Context: an optimization exercise on an open-source flow, tuned for small area, a short achievable clock period and few clock cycles. The choices shown serve that exercise and are no tape-out recipe.
RTL that was checked went through simulation tests only; none was proved equivalent to the original.

build 16:
// booth_mul
module booth_mul(clk, rst, start, data_in, done, product);
  input clk, rst, start;
  input [31:0] data_in;
  output done;
  output [63:0] product;
  reg [31:0] M;              
  reg [31:0] Q;              
  reg [33:0] AS, AC;         
  reg [7:0] L1, L2;          
  reg [3:0] ONE, TWO, NEG;   
  reg        s_lm, s_lq, s_st, s_f1, s_fin, s_dn;
  reg [1:0] cnt;
  assign done = s_dn;
  assign product = {M, Q};
  wire idle = ~(s_lm | s_lq | s_st | s_fin);
  wire [8:0] nx = s_lq ? {data_in[7:0], 1'b0} : Q[15:7];
  wire nb0_2 = nx[2], nb0_1 = nx[1], nb0_0 = nx[0];
  wire nb1_2 = nx[4], nb1_1 = nx[3], nb1_0 = nx[2];
  wire nb2_2 = nx[6], nb2_1 = nx[5], nb2_0 = nx[4];
  wire nb3_2 = nx[8], nb3_1 = nx[7], nb3_0 = nx[6];
  wire [3:0] n_one = {nb3_1 ^ nb3_0, nb2_1 ^ nb2_0, nb1_1 ^ nb1_0, nb0_1 ^ nb0_0};
  wire [3:0] n_two = {(nb3_2 & ~nb3_1 & ~nb3_0) | (~nb3_2 & nb3_1 & nb3_0), (nb2_2 & ~nb2_1 & ~nb2_0) | (~nb2_2 & nb2_1 & nb2_0), (nb1_2 & ~nb1_1 & ~nb1_0) | (~nb1_2 & nb1_1 & nb1_0), (nb0_2 & ~nb0_1 & ~nb0_0) | (~nb0_2 & nb0_1 & nb0_0)};
  wire [3:0] n_neg = {nb3_2 & ~(nb3_1 & nb3_0), nb2_2 & ~(nb2_1 & nb2_0), nb1_2 & ~(nb1_1 & nb1_0), nb0_2 & ~(nb0_1 & nb0_0)};
  wire [33:0] as_i = s_f1 ? {1'b1, 33'd0} : AS;
  wire [33:0] ac_i = s_f1 ? 34'd0 : AC;
  wire [8:0] lo = s_f1 ? 9'd0 : L1 + L2;
  wire loc = lo[8];
  wire [31:0] mx = M;
  wire [32:0] x0 = {mx[31], mx} ^ {33{NEG[0]}};
  wire [33:0] pp0;
  assign pp0[32:0] = ({33{ONE[0]}} & x0) | ({33{TWO[0]}} & {x0[31:0], NEG[0]});
  assign pp0[33] = ~pp0[32];
  wire [32:0] x1 = {mx[31], mx} ^ {33{NEG[1]}};
  wire [33:0] pp1;
  assign pp1[32:0] = ({33{ONE[1]}} & x1) | ({33{TWO[1]}} & {x1[31:0], NEG[1]});
  assign pp1[33] = ~pp1[32];
  wire [32:0] x2 = {mx[31], mx} ^ {33{NEG[2]}};
  wire [33:0] pp2;
  assign pp2[32:0] = ({33{ONE[2]}} & x2) | ({33{TWO[2]}} & {x2[31:0], NEG[2]});
  assign pp2[33] = ~pp2[32];
  wire [32:0] x3 = {mx[31], mx} ^ {33{NEG[3]}};
  wire [33:0] pp3;
  assign pp3[32:0] = ({33{ONE[3]}} & x3) | ({33{TWO[3]}} & {x3[31:0], NEG[3]});
  assign pp3[33] = ~pp3[32];
  ...
For scale: roughly 1,300 cells after synthesis, ~100 I/O pins, roughly 14,000 um^2 of cells after synthesis.
==> flow/config.mk <==
export PLATFORM = sky130hd
export DESIGN_NAME = booth_mul
export DESIGN_NICKNAME = booth_mul
export VERILOG_FILES = /design/flow/design.v
export SDC_FILE = /design/flow/constraint.sdc
export NUM_CORES = 4
export LEC_CHECK = 0
export CAP_MARGIN = 20
export CORE_MARGIN = 2
export CORE_UTILIZATION = 50
export PLACE_DENSITY = 0.7
export SETUP_SLACK_MARGIN = 2.0
export SLEW_MARGIN = 20
==> flow/constraint.sdc <==
create_clock -name core_clock -period 5.0 [get_ports {clk}]
set_input_delay 1.0000 -clock core_clock [delete_from_list [all_inputs] [get_ports {clk}]]
set_output_delay 1.0000 -clock core_clock [all_outputs]
set_load 0.01 [all_outputs]
standard.sh (not shown) runs the stock make flow with config.mk's settings and CLKGATE_MAP_FILE= SYNTH_SCRIPT=/design/flow/synth_recipe.tcl, a recipe that flattens the netlist after the stock synthesis.
==> flow/flow/run.sh <==
#!/bin/bash
# Own layout flow: the standard layout (standard.sh) with three changes:
#  - synthesis: the same script (synth_recipe.tcl), except that in Yosys's
#    synth fine stage the full adders are extracted (extract_fa and ORFS's
#    adder map) before its quick "abc -fast" mapping instead of after it, so
#    that the adders of the carry-save tree are kept whole; ORFS's own steps
#    afterwards are unchanged. Registers, their names and cells are those of
#    the standard synthesis.
#  - after synthesis, flow/polarity.py removes inverters around the full-adder
#    cells (a full adder is self-dual);
#  - the input and output ports are buffered by sky130_fd_sc_hd__buf_1.
# Runs in the standard flow's work folder; each tool's output goes to a log file here.
set -euo pipefail
work=$(pwd)
res=$work/orfs/results/sky130hd/booth_mul/base
cp config.mk flow_config.mk
echo "export BUFFER_PORTS_ARGS = -buffer_cell sky130_fd_sc_hd__buf_1" >> flow_config.mk
python3 - <<'PY'
s = open("synth_recipe.tcl").read()
old = "proc synth {args} { yosys synth -nofsm -noshare {*}$args }"
new = ("proc synth {args} { if {[lsearch -exact $args fine:] >= 0} { "
       "yosys synth -nofsm -noshare -noabc {*}$args; yosys extract_fa; "
       "yosys techmap -map $::env(ADDER_MAP_FILE); yosys techmap; yosys opt -fast; "
       "yosys abc -fast; yosys opt -fast } else { yosys synth -nofsm -noshare {*}$args } }")
assert old in s
open("flow_synth.tcl", "w").write(s.replace(old, new))
PY
sed "s#${work}/config.mk#${work}/flow_config.mk#g; s#${work}/synth_recipe.tcl#${work}/flow_synth.tcl#g" standard.sh > flow_standard.sh
grep -q flow_config.mk flow_standard.sh
grep -q flow_synth.tcl flow_standard.sh
bash flow_standard.sh "$res/1_2_yosys.v" > flow_synth.log 2>&1
cp "$res/1_2_yosys.v" yosys_synth.v
python3 flow/polarity.py yosys_synth.v "$res/1_2_yosys.v" > flow_polarity.log 2>&1
touch "$res/1_2_yosys.v"
bash flow_standard.sh > flow_standard.log 2>&1
Other scripts of this flow, unchanged in this note and not shown: flow/flow/polarity.py
Testbench counts of build 16, summed over its fixed seeds: cycles 12,800.
Input changes introduced in build 66 (baseline for comparison: build 16):
Settings: CTS_BUF_LIST newly set to sky130_fd_sc_hd__clkbuf_8.
==> flow/flow/run.sh <==
#!/bin/bash
# Own layout flow: the standard layout (standard.sh) with three changes:
#  - synthesis: the same script (synth_recipe.tcl), except that Yosys's synth
#    runs its fine stage without its quick "abc -fast" mapping, so that the
#    full adders of the carry-save tree reach ORFS's extract_fa step intact;
#    ORFS's own abc mapping afterwards is unchanged. Registers, their names and
#    cells are those of the standard synthesis.
#  - after synthesis, flow/polarity.py removes inverters around the full-adder
#    cells (a full adder is self-dual);
#  - the input and output ports are buffered by sky130_fd_sc_hd__buf_1.
# Runs in the standard flow's work folder; each tool's output goes to a log file here.
set -euo pipefail
work=$(pwd)
res=$work/orfs/results/sky130hd/booth_mul/base
cp config.mk flow_config.mk
echo "export BUFFER_PORTS_ARGS = -buffer_cell sky130_fd_sc_hd__buf_1" >> flow_config.mk
sed 's#^proc synth {args} { yosys synth -nofsm -noshare {\*}\$args }#proc synth {args} { if {[lsearch -exact $args fine:] >= 0} { yosys synth -nofsm -noshare -noabc {*}$args } else { yosys synth -nofsm -noshare {*}$args } }#' synth_recipe.tcl > flow_synth.tcl
grep -q -- "-noabc" flow_synth.tcl
sed "s#${work}/config.mk#${work}/flow_config.mk#g; s#${work}/synth_recipe.tcl#${work}/flow_synth.tcl#g" standard.sh > flow_standard.sh
grep -q flow_config.mk flow_standard.sh
grep -q flow_synth.tcl flow_standard.sh
bash flow_standard.sh "$res/1_2_yosys.v" > flow_synth.log 2>&1
cp "$res/1_2_yosys.v" yosys_synth.v
python3 flow/polarity.py yosys_synth.v "$res/1_2_yosys.v" > flow_polarity.log 2>&1
touch "$res/1_2_yosys.v"
bash flow_standard.sh > flow_standard.log 2>&1
Notes after the runs:
- Each of the runs, namely build 16 and build 66, reached the end of the flow and came out clean.
- Going from build 16 to build 66, the met1 layer usage reported by global route was found to have gone down by 6.5 points.
- Utilization build 16 -> build 66: up
- Of the two values seen for highest layer used for signal routing, met4 was produced by build 16 and met5 by build 66.
- Delta (build 66 minus build 16): area after synthesis decreased 1400 um^2, ratio of cells with drive above 1 in the final layout lost 5.2 points.
Here is what was changed in the inputs of build 59 compared with build 66.
Settings: CTS_BUF_LIST: sky130_fd_sc_hd__clkbuf_8 -> unset.
-- flow/flow/run.sh --
<<< build 66, line 9
#    cells (a full adder is self-dual);
#  - the input and output ports are buffered by sky130_fd_sc_hd__buf_1.
# Runs in the standard flow's work folder; each tool's output goes to a log file here.
>>> build 59, line 9
#    cells (a full adder is self-dual);
#  - the input and output ports are buffered by sky130_fd_sc_hd__buf_2.
# Runs in the standard flow's work folder; each tool's output goes to a log file here.
<<< build 66, line 15
cp config.mk flow_config.mk
echo "export BUFFER_PORTS_ARGS = -buffer_cell sky130_fd_sc_hd__buf_1" >> flow_config.mk
sed 's#^proc synth {args} { yosys synth -nofsm -noshare {\*}\$args }#proc synth {args} { if {[lsearch -exact $args fine:] >= 0} { yosys synth -nofsm -noshare -noabc {*}$args } else { yosys synth -nofsm -noshare {*}$args } }#' synth_recipe.tcl > flow_synth.tcl
>>> build 59, line 15
cp config.mk flow_config.mk
echo "export BUFFER_PORTS_ARGS = -buffer_cell sky130_fd_sc_hd__buf_2" >> flow_config.mk
sed 's#^proc synth {args} { yosys synth -nofsm -noshare {\*}\$args }#proc synth {args} { if {[lsearch -exact $args fine:] >= 0} { yosys synth -nofsm -noshare -noabc {*}$args } else { yosys synth -nofsm -noshare {*}$args } }#' synth_recipe.tcl > flow_synth.tcl
==> summary.txt <==
Looking at fraction of area in multi-input gates, build 59 sits 0.56 points below build 66. In the reports for build 59 and build 66, the larger met3 wire length belongs to build 66. Comparing build 59 and build 66, met2 demand-to-capacity share in global routing is lower on build 59. [compare] base=build 66 new=build 59: number of gates resized after CTS down 3, non-clock buffer instance count of the final layout went down by 10.

========
booth_mul, a different RTL version from the one above (not shown whole).
For scale: roughly 1300 cells after synthesis, ~170 flip-flops, roughly 100 I/O pins.
Settings: LEC_CHECK=0, CAP_MARGIN=20, CORE_MARGIN=2, CORE_UTILIZATION=60, PLACE_DENSITY=0.75, SETUP_SLACK_MARGIN=2.0, SLEW_MARGIN=20; clock period 5.0 ns.
run.sh (not shown) runs the stock make flow with config.mk's settings and CLKGATE_MAP_FILE= SYNTH_SCRIPT=/design/flow/synth_recipe.tcl, a recipe that flattens the netlist after the stock synthesis.
Stock flow here: none of the scripts above is used.
Edit:
- CORE_UTILIZATION: 60 -> 40
- PLACE_DENSITY: 0.75 -> 0.6
- SETUP_SLACK_MARGIN: 2.0 -> unset
Wire length fell by 0.78%.
Utilization fell by 26 points.
Count of clock-buffer cells in the layout stays the same.
Critical path depth fell by 1.
Worst hold slack gets worse by 0.014 ns.
Global-route usage fell by 11 points.
Non-clock buffer count fell by 46.
Cell area fell by 3.7%.
First-iteration DRC count fell by 38%.
Function was not checked in any run of this note: the RTL went through the layout flow alone.

========
== north ==
booth_mul, a different RTL version from the one above (not shown whole).
For scale: roughly 1100 cells after synthesis.
clock: 5.0 ns
lec_check: 0
cap_margin: 20
core_margin: 2
core_utilization: 50
place_density: 0.7
setup_slack_margin: 1.6
slew_margin: 20
standard.sh (not shown) runs the stock make flow with config.mk's settings and CLKGATE_MAP_FILE= SYNTH_SCRIPT=/design/flow/synth_recipe.tcl, a recipe that flattens the netlist after the stock synthesis.
==> flow/flow/run.sh <==
#!/bin/bash
# Own layout flow: the standard layout (standard.sh) with three changes:
#  - synthesis: the same script (synth_recipe.tcl), except that Yosys's synth
#    runs its fine stage without its quick "abc -fast" mapping, so that the
#    full adders of the carry-save tree reach ORFS's extract_fa step intact;
#    ORFS's own abc mapping afterwards is unchanged. Registers, their names and
#    cells are those of the standard synthesis.
#  - after synthesis, flow/polarity.py removes inverters around the full-adder
#    cells (a full adder is self-dual);
#  - the input and output ports are buffered by sky130_fd_sc_hd__buf_1.
# Runs in the standard flow's work folder; each tool's output goes to a log file here.
set -euo pipefail
work=$(pwd)
res=$work/orfs/results/sky130hd/booth_mul/base
cp config.mk flow_config.mk
echo "export BUFFER_PORTS_ARGS = -buffer_cell sky130_fd_sc_hd__buf_1" >> flow_config.mk
sed 's#^proc synth {args} { yosys synth -nofsm -noshare {\*}\$args }#proc synth {args} { if {[lsearch -exact $args fine:] >= 0} { yosys synth -nofsm -noshare -noabc {*}$args } else { yosys synth -nofsm -noshare {*}$args } }#' synth_recipe.tcl > flow_synth.tcl
grep -q -- "-noabc" flow_synth.tcl
sed "s#${work}/config.mk#${work}/flow_config.mk#g; s#${work}/synth_recipe.tcl#${work}/flow_synth.tcl#g" standard.sh > flow_standard.sh
grep -q flow_config.mk flow_standard.sh
grep -q flow_synth.tcl flow_standard.sh
bash flow_standard.sh "$res/1_2_yosys.v" > flow_synth.log 2>&1
cp "$res/1_2_yosys.v" yosys_synth.v
python3 flow/polarity.py yosys_synth.v "$res/1_2_yosys.v" > flow_polarity.log 2>&1
touch "$res/1_2_yosys.v"
bash flow_standard.sh > flow_standard.log 2>&1
Other scripts of this flow, unchanged in this note and not shown: flow/flow/polarity.py
north has completed all stages; timing, DRC and antenna checks passed.
Testbench counts of north, summed over its fixed seeds: cycles 11,200.
Modified inputs, south compared to north
Settings: SETUP_SLACK_MARGIN changed from 1.6 to 1.7.
==> comparison <==
- The final layout from south, which completed every stage, passed the timing, design-rule and antenna checks at the end of the flow.
- Taking north as the reference, in south DRC violation total after the first TritonRoute iteration rose by about 5%; overall via count from detail_route +about 1.8%.
- Launching instance or port of the critical path: data_in[25] -> north, data_in[20] -> south
Relative to south, the following input files were edited for east:
Settings: changing SETUP_SLACK_MARGIN from 1.7 to 1.8.
Findings:
- | count of non-CTS buffers in the layout | east vs south | 4.9% higher |
- east vs south: total of clock buffers placed in the layout down in east
- east: worst hold slack is 0.0047 ns lower than what south reported.
- Compared with south, in east flop-to-flop setup slack now sits higher, number of gates resized after CTS went down by 19, total number of vias fell by 40.
Setup changes, east to west
Settings: a change of SETUP_SLACK_MARGIN from 1.8 to 2.0.
## What came out
Total detailed-routing wirelength (west vs. east) increases by a few percent
east → west: number of vias after detailed routing now sits higher.
Delta (west minus east): worst hold slack across all endpoints picked up an extra 0.0093 ns, setup slack picked up an extra 0.12 ns.
east -> west: global-route wire length before repair increased slightly
Of west and east, west shows the higher share of layout cells above drive strength 1, with east below it.
east → west: number of post-CTS setup repair buffers increased 24.

========
booth_mul with an RTL version that a note above also has.
For scale: about 14000 um2 of cells after synthesis.
clock: 5.0 ns
lec_check: 0
cap_margin: 20
core_margin: 2
core_utilization: 50
place_density: 0.7
setup_slack_margin: 2.0
slew_margin: 20
==> flow/flow/run.sh <==
#!/bin/bash
# Own layout flow: the standard layout (standard.sh) with two changes:
#  - the input and output ports are buffered by sky130_fd_sc_hd__buf_1 instead
#    of the cell buffer_ports picks by default;
#  - after the standard synthesis, flow/polarity.py removes inverters around
#    the full-adder cells (a full adder is self-dual), keeping every register.
# Runs in the standard flow's work folder; each tool's output goes to a log file here.
set -euo pipefail
work=$(pwd)
res=$work/orfs/results/sky130hd/booth_mul/base
cp config.mk flow_config.mk
echo "export BUFFER_PORTS_ARGS = -buffer_cell sky130_fd_sc_hd__buf_1" >> flow_config.mk
sed "s#${work}/config.mk#${work}/flow_config.mk#g" standard.sh > flow_standard.sh
grep -q flow_config.mk flow_standard.sh
bash flow_standard.sh "$res/1_2_yosys.v" > flow_synth.log 2>&1
cp "$res/1_2_yosys.v" yosys_standard.v
python3 flow/polarity.py yosys_standard.v "$res/1_2_yosys.v" > flow_polarity.log 2>&1
touch "$res/1_2_yosys.v"
bash flow_standard.sh > flow_standard.log 2>&1
Other scripts of this flow, unchanged in this note and not shown: flow/flow/polarity.py
Testbench counts at the start, summed over its fixed seeds: cycles 12,800.
Edit:
--- a/flow/flow/run.sh
+++ b/flow/flow/run.sh
@@ -2,3 +2,3 @@
 # Own layout flow: the standard layout (standard.sh) with two changes:
-#  - the input and output ports are buffered by sky130_fd_sc_hd__buf_1 instead
+#  - the input and output ports are buffered by sky130_fd_sc_hd__buf_2 instead
 #    of the cell buffer_ports picks by default;
@@ -11,3 +11,3 @@
 cp config.mk flow_config.mk
-echo "export BUFFER_PORTS_ARGS = -buffer_cell sky130_fd_sc_hd__buf_1" >> flow_config.mk
+echo "export BUFFER_PORTS_ARGS = -buffer_cell sky130_fd_sc_hd__buf_2" >> flow_config.mk
 sed "s#${work}/config.mk#${work}/flow_config.mk#g" standard.sh > flow_standard.sh
What happened: The changed run ran to the end with no violations. Worst hold slack loses 0.0037 ns. Count of clock-buffer cells in the layout does not change. Wire length went up slightly. Worst setup slack improved by 0.0047 ns. Final cell count falls slightly.

## what the ideal ports hide
No port has a modelled driver above. Below, the same layouts with a new extraction and two added sets of constraints. Step 1 sets driving cells, clkbuf_16 on the clock port and buf_2 on the other inputs (assumed; they add their load-dependent delay and slew). Step 2, shift: input delay + t, output delay - t, t = (earliest + latest rising clock arrival at the registers) / 2. This alone moves slack from input paths to output paths. Slacks: no drivers / after step 1 / after step 2; pairs: no drivers / after step 1.
run	t (ns)	setup slack, ns	worst register clock-pin slew, ns	pins driven straight from the clock port
build 16	0.481	2.007 / 2.007 / 2.007	0.07 / 0.07	1
build 66	0.519	1.747 / 1.747 / 1.747	0.12 / 0.12	1
build 59	0.478	1.808 / 1.808 / 1.808	0.08 / 0.08	1
the first run of note 2	0.495	1.557 / 1.557 / 1.557	0.09 / 0.09	1
the second run of note 2	0.484	1.087 / 1.087 / 1.087	0.09 / 0.09	1
north	0.484	1.664 / 1.693 / 1.209	0.08 / 0.08	1
south	0.481	1.775 / 1.795 / 1.320	0.08 / 0.08	1
east	0.483	1.850 / 1.865 / 1.393	0.08 / 0.08	1
west	0.486	1.965 / 1.992 / 1.510	0.07 / 0.07	1
the first run of note 4	0.500	2.052 / 2.052 / 2.052	0.08 / 0.08	1
the second run of note 4	0.495	2.056 / 2.056 / 2.056	0.08 / 0.08	1
After both steps every run listed still meets setup and hold. For east, which loses most, drivers alone change the setup slack by +0.015 ns; drivers and shift together by -0.457 ns.
